Source: an optimization exercise on an open RTL-to-GDS flow (aim: small area, a short achievable clock period and few clock cycles). Production flows keep margins and buffers that such runs may drop.
RTL that was checked went through simulation tests only; none was proved equivalent to the original.

Setup of the baseline:
## taylor_sine
module taylor_sine(
    input clock,
    input reset,
    input start_in,
    input signed [11:0] x_in,
    output reg ready_out,
    output [11:0] sin_out
);
make LEC_CHECK=0 ABC_AREA=1 CAP_MARGIN=20 CORE_MARGIN=2 CORE_UTILIZATION=65 CTS_BUF_LIST=sky130_fd_sc_hd__clkbuf_8 SETUP_SLACK_MARGIN=4 SLEW_MARGIN=20 finish   # period 10.0 ns
run.sh (not shown) runs the stock make flow with config.mk's settings and CLKGATE_MAP_FILE= SYNTH_SCRIPT=/design/flow/synth_recipe.tcl, a recipe that flattens the netlist after the stock synthesis.
Per the final summary, the baseline finished and its layout is clean on timing, DRC and antenna.
Here is what was changed in the inputs of the candidate compared with the baseline.
Settings: changing SETUP_SLACK_MARGIN from 4 to 4.5; removing ABC_AREA (formerly 1); changing CORE_UTILIZATION from 65 to 75.
==> notes.md <==
First-pass GRT wire length: the candidate lower than the baseline
Diff the baseline -> the candidate | estimated wirelength of the detail-placed design | down by more than 10%
In the candidate relative to the baseline, routed wire length had gone down by a little under 10%.
Comparing the candidate with the baseline, the area growth from synthesis to final layout came out essentially unchanged.
Comparing the baseline against the candidate, there is no change at all in register bit count reported by yosys.
The baseline vs the candidate, uppermost signal routing layer after detailed routing: met5 vs met4
Compared with the baseline, the candidate supports a higher clock frequency.
The candidate vs. the baseline: largest net degree at the start of global routing went up by 3, setup slack went up by 300 ps, register-to-register slack went up by 300 ps.
No run of this note included a check of the RTL's function; only the layout flow was run.

---

Setup of v39:
taylor_sine, a different RTL version from the one above (not shown whole).
Size: roughly 780 cells after synthesis, roughly 49 flip-flops, roughly 28 I/O pins.
export LEC_CHECK = 0
export CAP_MARGIN = 20
export CORE_MARGIN = 2
export CORE_UTILIZATION = 65
export CTS_BUF_LIST = sky130_fd_sc_hd__clkbuf_8
export PLACE_DENSITY = 0.75
export SETUP_SLACK_MARGIN = 4.5
export SLEW_MARGIN = 20
create_clock -name core_clock -period 10.0 [get_ports {clock}]
standard.sh (not shown) runs the stock make flow with config.mk's settings and CLKGATE_MAP_FILE= SYNTH_SCRIPT=/design/flow/synth_recipe.tcl, a recipe that flattens the netlist after the stock synthesis.
==> flow/flow/run.sh <==
#!/bin/bash
# The standard layout (the standard.sh, unchanged steps and settings),
# except that the port buffers that global placement inserts on every
# input and output are the small sky130_fd_sc_hd__buf_1 instead of the
# buffer cell the resizer would pick by default.
set -euo pipefail
export BUFFER_PORTS_ARGS="-buffer_cell sky130_fd_sc_hd__buf_1"
bash standard.sh > standard.log 2>&1
v39 ran to completion and came out clean on the timing, DRC and antenna checks.
Testbench counts of v39, summed over its fixed seeds: cycles 11,192.
--- input diff v39..v57 ---
# v39
export LEC_CHECK = 0
export CAP_MARGIN = 20
export CORE_MARGIN = 2
export CORE_UTILIZATION = 65
export CTS_BUF_LIST = sky130_fd_sc_hd__clkbuf_8
export PLACE_DENSITY = 0.75
export SETUP_SLACK_MARGIN = 4.5
export SLEW_MARGIN = 20
create_clock -name core_clock -period 10.0 [get_ports {clock}]
# v57
export LEC_CHECK = 0
export CAP_MARGIN = 20
export CORE_MARGIN = 2
export CORE_UTILIZATION = 65
export CTS_BUF_LIST = sky130_fd_sc_hd__clkbuf_8
export SETUP_SLACK_MARGIN = 5
export SLEW_MARGIN = 20
create_clock -name core_clock -period 10.0 [get_ports {clock}]
==> notes.md <==
- Total number of cells along the worst setup path: lower on v39
- For v39, the critical path capture point was h[11], unlike v57, where it was h[10].
- On first-pass GRT wire length, v57 does worse than v39.
- On clock slew seen by the registers of the worst setup and hold paths, v57 and v39 are neck and neck.
- Going from v39 to v57, total of plain and repair buffers excluding clock buffers moved up, count of buffers added by post-CTS timing repair for setup moved up, via count of the first global-routing pass moved up, relative area change from synthesis to final layout moved up.
- A critical setup path kind of in -> reg is what v39 shows, while reg -> reg belongs to v57.
- Delta (v57 minus v39): xor and xnor area share after synthesis held; sequential cell count held; global router's overall resource usage went up 3.1 points; share of the clock period used by the worst path after layout went down 2.3 points.
What v27 does differently from v57 at the input level:
# v57
export LEC_CHECK = 0
export CAP_MARGIN = 20
export CORE_MARGIN = 2
export CORE_UTILIZATION = 65
export CTS_BUF_LIST = sky130_fd_sc_hd__clkbuf_8
export SETUP_SLACK_MARGIN = 5
export SLEW_MARGIN = 20
create_clock -name core_clock -period 10.0 [get_ports {clock}]
# v27
export LEC_CHECK = 0
export CAP_MARGIN = 20
export CORE_MARGIN = 2
export CORE_UTILIZATION = 65
export SETUP_SLACK_MARGIN = 4.5
export SLEW_MARGIN = 20
create_clock -name core_clock -period 10.0 [get_ports {clock}]
Findings:
Diff v27..v57 | mean instance size in the synthesized netlist | unchanged
Diff v57 -> v27: sequential cell area in the final layout went down by about 3%, non-clock buffer count went down by 33.
v27 vs v57 — detailed placer's ending HPWL dropped by a few percent
Going from v57 to v27, detailed-router iteration count before antenna repair lower, via-per-instance ratio lower, smallest hold slack higher.
Relative to v27, the following input files were edited for v7:
# v27
export LEC_CHECK = 0
export CAP_MARGIN = 20
export CORE_MARGIN = 2
export CORE_UTILIZATION = 65
export SETUP_SLACK_MARGIN = 4.5
export SLEW_MARGIN = 20
create_clock -name core_clock -period 10.0 [get_ports {clock}]
# v7
export LEC_CHECK = 0
export CAP_MARGIN = 20
export CORE_MARGIN = 2
export CORE_UTILIZATION = 55
export CTS_BUF_LIST = sky130_fd_sc_hd__clkbuf_8
export SETUP_SLACK_MARGIN = 4.5
export SLEW_MARGIN = 20
create_clock -name core_clock -period 10.0 [get_ports {clock}]
--- outcome ---
- The weighted congestion reported at the end of routability-driven placement number comes out higher for v27 vs v7.
- Taking v27 as the reference, in v7 global-route usage now smaller, register share of the cell area did not really move.

---

taylor_sine, a different RTL version from the one above (not shown whole).
For scale: roughly 27 flip-flops, roughly 15,000 sq um of cells after synthesis.
clock: 10.0 ns
lec_check: 0
abc_area: 1
cap_margin: 20
core_margin: 2
core_utilization: 65
cts_buf_list: sky130_fd_sc_hd__clkbuf_8
slew_margin: 20
Scripts as last shown in full above: flow/flow/run.sh
The starting point failed in global routing (5_1_grt) (GRT-0116).
Then changed:
Settings changed: CORE_UTILIZATION 65 to 35, PLACE_DENSITY set to 0.4.
The changed run aborted during global routing (5_1_grt) on GRT-0116.
Synthesized cell count does not change.
Synthesized area is unchanged.
Then changed:
Settings changed: CORE_UTILIZATION 35 to 50, PLACE_DENSITY 0.4 to unset.
Effect:
- The changed run aborted during global routing (5_1_grt) with GRT-0116
- synthesized cell count does not change
- area after synthesis is unchanged
Then changed:
Settings changed: CORE_UTILIZATION 50 to 40.
After rerunning:
- The changed run ended with an error in global routing (5_1_grt) (GRT-0116)
- synthesized cell count is unchanged
- area after synthesis is unchanged
Then changed:
Settings changed: CORE_UTILIZATION 40 to 28, PLACE_DENSITY set to 0.33.
Outcome: The new run did not get past global routing (5_1_grt), error GRT-0116. Synthesized area does not change. Synthesized cell count is unchanged.
Function was not checked in any run of this note: the RTL went through the layout flow alone.

---

RTL: one of the versions met above, not the one the previous note started from.
For scale: about 780 cells after synthesis, about 49 flip-flops, about 28 I/O pins, about 6300 µm² of cells after synthesis.
Settings: LEC_CHECK=0, CAP_MARGIN=20, CORE_MARGIN=2, CORE_UTILIZATION=65, CTS_BUF_LIST=sky130_fd_sc_hd__clkbuf_8, SETUP_SLACK_MARGIN=4.5, SLEW_MARGIN=20; clock period 10.0 ns.
Scripts as last shown in full above: flow/flow/run.sh
Testbench counts at the start, summed over its fixed seeds: cycles 11,192.
Then changed:
==> flow/flow/run.sh (replaced) <==
#!/bin/bash
# The standard layout (the standard.sh, unchanged steps and settings),
# with two choices of cell size:
# - the port buffers that global placement inserts on every input and
#   output are sky130_fd_sc_hd__buf_1 instead of the resizer's default pick;
# - at the end of floorplanning, the flip-flops of the multiplier operands
#   (t and the Booth digits b_*), which each drive about 13 loads, are given
#   the stronger sky130_fd_sc_hd__dfxtp_4 (same function, more drive).
set -euo pipefail
here=$(cd "$(dirname "$0")" && pwd)
export BUFFER_PORTS_ARGS="-buffer_cell sky130_fd_sc_hd__buf_1"
export POST_FLOORPLAN_TCL="$here/upsize.tcl"
bash standard.sh > standard.log 2>&1
==> flow/flow/upsize.tcl (new file) <==
# Sourced at the end of floorplanning: upsize the operand flip-flops.
set master [[ord::get_db] findMaster sky130_fd_sc_hd__dfxtp_4]
set n 0
foreach inst [[ord::get_db_block] getInsts] {
  set name [$inst getName]
  if {[[$inst getMaster] getName] eq "sky130_fd_sc_hd__dfxtp_1" &&
      ([string match {t\[*} $name] || [string match {b_*} $name])} {
    $inst swapMaster $master
    incr n
  }
}
puts "upsize.tcl: $n flip-flops now sky130_fd_sc_hd__dfxtp_4"
Outcome: Global-route usage goes down by 0.45 points. Design area rises by 0.81%. Core utilization goes up by 0.56 points. Via count is about the same. Final cell count does not change. Synthesized cell count stays the same.
Then changed:
==> flow/flow/run.sh (replaced) <==
#!/bin/bash
# The standard layout (the standard.sh, unchanged steps and settings),
# except that the port buffers that global placement inserts on every
# input and output are the small sky130_fd_sc_hd__buf_1 instead of the
# buffer cell the resizer would pick by default.
set -euo pipefail
export BUFFER_PORTS_ARGS="-buffer_cell sky130_fd_sc_hd__buf_1"
bash standard.sh > standard.log 2>&1
Settings changed: PLACE_DENSITY set to 0.85.
removed: flow/flow/upsize.tcl
Outcome:
- The changed run completed with no timing, DRC or antenna violations
- via count went up by a few percent
- die area stays the same
- wire length went down slightly
- setup slack gets better by 110 ps
- clock skew went down by 10 ps
- utilization went down by 0.27 points
Then changed:
Settings changed: CORE_UTILIZATION 65 to 70, PLACE_DENSITY 0.85 to 0.8.
Cell area is about the same.
Final cell count came out lower by 2.2%.
Wire length rises by about 1.7%.
Hold slack hardly moves.
Non-clock buffer count rose by 1.
Die area falls by about 7%.
Sequential share of layout area barely changes.
Then changed:
==> flow/run.sh (new file) <==
#!/bin/bash
# synth_recipe.tcl (not shown) runs the flow's synth.tcl, then flattens the netlist and writes it again
# the make line also repeats each setting of config.mk as NAME=value (left out here)
make -C /OpenROAD-flow-scripts/flow DESIGN_CONFIG=/design/flow/config.mk WORK_HOME=/design/flow/orfs CLKGATE_MAP_FILE= SYNTH_SCRIPT=/design/flow/synth_recipe.tcl finish
Settings changed: CORE_UTILIZATION 70 to 65, PLACE_DENSITY 0.8 to not set.
removed: flow/flow/run.sh
removed: flow/standard.sh
What happened: Area after synthesis is unchanged; global-route usage falls by 1.9 points; register-to-register slack degrades by 90 ps; count of clock-buffer cells in the layout is unchanged.

---

run A:
taylor_sine, a different RTL version from the one above (not shown whole).
For scale: roughly 840 cells after synthesis, roughly 61 flip-flops, ~28 I/O pins.
Design taylor_sine, start of the top module:
module taylor_sine(
    input clock,
    input reset,
    input start_in,
    input signed [11:0] x_in,
    output reg ready_out,
    output [11:0] sin_out
);
Settings: LEC_CHECK=0, CAP_MARGIN=20, CORE_MARGIN=2, CORE_UTILIZATION=65, CTS_BUF_LIST=sky130_fd_sc_hd__clkbuf_8, SETUP_SLACK_MARGIN=4.5, SLEW_MARGIN=20; clock period 10.0 ns.
run.sh (not shown) runs the stock make flow with config.mk's settings and CLKGATE_MAP_FILE= SYNTH_SCRIPT=/design/flow/synth_recipe.tcl, a recipe that flattens the netlist after the stock synthesis.
Stock flow here: none of the scripts above is used.
Run A: PASS, flow complete, no timing, DRC or antenna violations
Testbench counts of run A, summed over its fixed seeds: cycles 11,192.
Edits applied to the flow inputs when going from run A to run B:
Settings: putting ABC_AREA at 1 where nothing was set; swapping 4.5 for 4 in SETUP_SLACK_MARGIN.
Results
Run B vs run A: via count up by more than 10%. When run B is measured against run A, its cell area after technology mapping turns out 12% higher. On final setup slack of the worst path: run B sits below run A. Sort run A and run B by overall routed net length, ascending, and run A comes first.
Edits applied to the flow inputs when going from run B to run C:
Settings: removing ABC_AREA (formerly 1).
Notes after the runs:
Run C went all the way through the flow, and no timing, DRC or antenna check failed. Looking at buffers plus inverters on the worst setup path, run C sits 1 lower than run B does. Cmp run B and run C / worst-path maximum fanout / higher: run C. Re number of diodes: no difference whatsoever between run C and run B. Diff run B -> run C | total via count in the routed design | decrease of 1133. Required time of the critical path is higher on run C. Summary: cell area after technology mapping, run C better than run B. Diff run C..run B | number of I/O pins | unchanged. The final reports for run C and run B show count of plain and timing-repair buffers in the layout higher in the former.
What run D does differently from run C at the input level:
Settings: a change of SETUP_SLACK_MARGIN from 4 to 4.5.
==> flow/flow/run.sh (new file) <==
#!/bin/bash
# The standard layout (the standard.sh, unchanged steps and settings),
# except that the port buffers that global placement inserts on every
# input and output are the small sky130_fd_sc_hd__buf_1 instead of the
# buffer cell the resizer would pick by default.
set -euo pipefail
export BUFFER_PORTS_ARGS="-buffer_cell sky130_fd_sc_hd__buf_1"
bash standard.sh > standard.log 2>&1
==> flow/standard.sh (new file) <==
#!/bin/bash
# synth_recipe.tcl (not shown) runs the flow's synth.tcl, then flattens the netlist and writes it again
# the make line also repeats each setting of config.mk as NAME=value (left out here)
make -C /OpenROAD-flow-scripts/flow DESIGN_CONFIG=/design/flow/config.mk WORK_HOME=/design/flow/orfs CLKGATE_MAP_FILE= SYNTH_SCRIPT=/design/flow/synth_recipe.tcl "${@:-finish}"
removed: flow/run.sh
Results
~same fmax in run C and run D. Global-route usage on run D is down relative to run C. Delta(non-clock buffer count, run D - run C) > 0. Run D reports its critical-path cell with the highest stage delay as dfxtp_1 while run C reports edfxtp_1. Between run C and run D, growth of design area from synthesis to finish decreased. Run D against run C: met2 routing resource usage after global routing -3.5 points.

---

== orange ==
Starting RTL as in the previous note.
Design taylor_sine, start of the top module:
module taylor_sine(
    input clock,
    input reset,
    input start_in,
    input signed [11:0] x_in,
    output reg ready_out,
    output [11:0] sin_out
);
reg armed;
reg [5:1] ph;           
reg [11:0] t, n2, acc;
reg [5:0] b_one, b_two, b_neg;    
wire idle = ~|ph;
wire go   = idle && armed && start_in;
wire [10:0] u = ~n2[10:0];
wire big = (u >= 11'd1624 && u < 11'd1632) || (u >= 11'd1654 && u < 11'd1864) ||
           (u >= 11'd1868 && u < 11'd1912) || (u >= 11'd1916 && u < 11'd1918) ||
           (u >= 11'd1954 && u < 11'd1962);
wire n2_pos = !n2[11] && (n2[10:0] != 11'd0);
wire m3 = n2_pos && t[11];
wire signed [11:0] c0 = t;
wire m12 = n2[11] && (c0 <= -12'sd49);
wire [1:0] m = m3 ? 2'd3 : m12 ? (big ? 2'd2 : 2'd1) : 2'd0;
wire [11:0] bnext = (idle | ph[1]) ? x_in : ph[2] ? 12'd171 : ph[3] ? n2 : 12'd51;
reg [5:0] e_one, e_two, e_neg;
reg bm1;
integer i;
always @(*) begin
    for (i = 0; i < 6; i = i + 1) begin
        bm1 = (i == 0) ? 1'b0 : bnext[2*i-1];
        e_one[i] = bnext[2*i] ^ bm1;
        e_two[i] = (bnext[2*i+1] & ~bnext[2*i] & ~bm1) | (~bnext[2*i+1] & bnext[2*i] & bm1);
        e_neg[i] = bnext[2*i+1];
    end
end
reg [12:0] e0, e1, e2, e3, e4, e5;
reg [12:0] v;
always @(*) begin
    for (i = 0; i < 6; i = i + 1) begin
        v = b_one[i] ? {t[11], t} : b_two[i] ? {t, 1'b0} : 13'd0;
        case (i)
            0: e0 = v ^ {13{b_neg[i]}};
            1: e1 = v ^ {13{b_neg[i]}};
            2: e2 = v ^ {13{b_neg[i]}};
            3: e3 = v ^ {13{b_neg[i]}};
            4: e4 = v ^ {13{b_neg[i]}};
            default: e5 = v ^ {13{b_neg[i]}};
        endcase
    end
end
wire hs0 = e0[10] ^ e1[8];
wire hc0 = e0[10] & e1[8];
wire hs1 = e0[11] ^ e1[9];
wire hc1 = e0[11] & e1[9];
wire hs2 = e0[12] ^ e1[10];
wire hc2 = e0[12] & e1[10];
wire hs3 = e0[12] ^ e1[11];
wire hc3 = e0[12] & e1[11];
wire hs4 = ~e0[12] ^ ~e1[12];
wire hc4 = ~e0[12] & ~e1[12];
wire hs5 = e0[6] ^ e1[4];
wire hc5 = e0[6] & e1[4];
wire hs6 = e0[7] ^ e1[5];
wire hc6 = e0[7] & e1[5];
wire fs7 = e0[8] ^ e1[6] ^ e2[4];
  ...
Settings: LEC_CHECK=0, CAP_MARGIN=20, CORE_MARGIN=2, CORE_UTILIZATION=75, CTS_BUF_LIST=sky130_fd_sc_hd__clkbuf_8, SETUP_SLACK_MARGIN=4.5, SLEW_MARGIN=20; clock period 10.0 ns.
Stock flow here: none of the scripts above is used.
Testbench counts of orange, summed over its fixed seeds: cycles 11,192.
Setup changes, orange to green
# orange
export LEC_CHECK = 0
export CAP_MARGIN = 20
export CORE_MARGIN = 2
export CORE_UTILIZATION = 75
export CTS_BUF_LIST = sky130_fd_sc_hd__clkbuf_8
export SETUP_SLACK_MARGIN = 4.5
export SLEW_MARGIN = 20
create_clock -name core_clock -period 10.0 [get_ports {clock}]
# green
export LEC_CHECK = 0
export CAP_MARGIN = 20
export CORE_MARGIN = 2
export CORE_UTILIZATION = 65
export CTS_BUF_LIST = sky130_fd_sc_hd__clkbuf_8
export SETUP_SLACK_MARGIN = 3.5
export SLEW_MARGIN = 20
create_clock -name core_clock -period 10.0 [get_ports {clock}]
--- outcome ---
- Net total in the final layout: green < orange
- Compared with orange, green shows number of stages on the worst hold path higher by 1.
- Share of cell area taken by flip-flops and latches delta (orange -> green): insignificant
- green gives more area enclosed by the die boundary than orange did.
- The number of ordinary and repair buffers in the finished layout in green is 0.68 times that in orange.

[re-timing with driven ports]
No port has a modelled driver above. Below, the same layouts with a new extraction and two added sets of constraints.
Step 1: set_driving_cell puts a clkbuf_16 on clock and a buf_2 on each other input, an assumption about the parent block.
Step 2 times the ports against the registers' clock, not the clock port: input delays grow and output delays shrink by t, the midpoint of the rising clock arrivals with the driver on.
Slacks: ideal ports / drivers / drivers and shift; pairs: ideal ports / drivers.
| run | t, ns | setup WS [ns] | clock arrival spread, ns | worst slew at a driven data input, ns | pins driven straight from the clock port |
|---|---|---|---|---|---|
| the baseline | 0.384 | 4.393 / 4.393 / 4.393 | 0.015 / 0.015 | 0.04 | 1 |
| the candidate | 0.370 | 4.690 / 4.690 / 4.444 | 0.015 / 0.015 | 0.04 | 1 |
| v39 | 0.331 | 4.815 / 4.820 / 4.489 | 0.012 / 0.011 | 0.03 | 1 |
| v57 | 0.341 | 5.046 / 5.046 / 4.823 | 0.012 / 0.012 | 0.04 | 1 |
| v27 | 0.344 | 4.752 / 4.752 / 4.442 | 0.014 / 0.014 | 0.03 | 1 |
| v7 | 0.349 | 4.793 / 4.793 / 4.461 | 0.014 / 0.013 | 0.05 | 1 |
| the first run of note 4 | 0.344 | 4.757 / 4.757 / 4.439 | 0.015 / 0.014 | 0.03 | 1 |
| the second run of note 4 | 0.346 | 4.634 / 4.634 / 4.395 | 0.024 / 0.024 | 0.04 | 1 |
| the third run of note 4 | 0.344 | 4.744 / 4.751 / 4.407 | 0.014 / 0.014 | 0.03 | 1 |
| the fourth run of note 4 | 0.345 | 4.772 / 4.774 / 4.439 | 0.017 / 0.016 | 0.03 | 1 |
| the fifth run of note 4 | 0.337 | 4.617 / 4.624 / 4.287 | 0.019 / 0.018 | 0.04 | 1 |
| run A | 0.391 | 4.790 / 4.790 / 4.790 | 0.015 / 0.016 | 0.04 | 1 |
| run B | 0.376 | 4.742 / 4.742 / 4.742 | 0.016 / 0.016 | 0.03 | 1 |
| run C | 0.392 | 4.701 / 4.701 / 4.701 | 0.014 / 0.014 | 0.04 | 1 |
| run D | 0.384 | 4.692 / 4.692 / 4.692 | 0.016 / 0.016 | 0.03 | 1 |
| orange | 0.375 | 4.681 / 4.681 / 4.681 | 0.009 / 0.010 | 0.05 | 1 |
| green | 0.392 | 4.701 / 4.701 / 4.701 | 0.014 / 0.014 | 0.04 | 1 |
After both steps setup and hold are still met in every run listed. For the third run of note 4, which loses most, drivers alone change the setup slack by +0.007 ns; drivers and shift together by -0.337 ns.
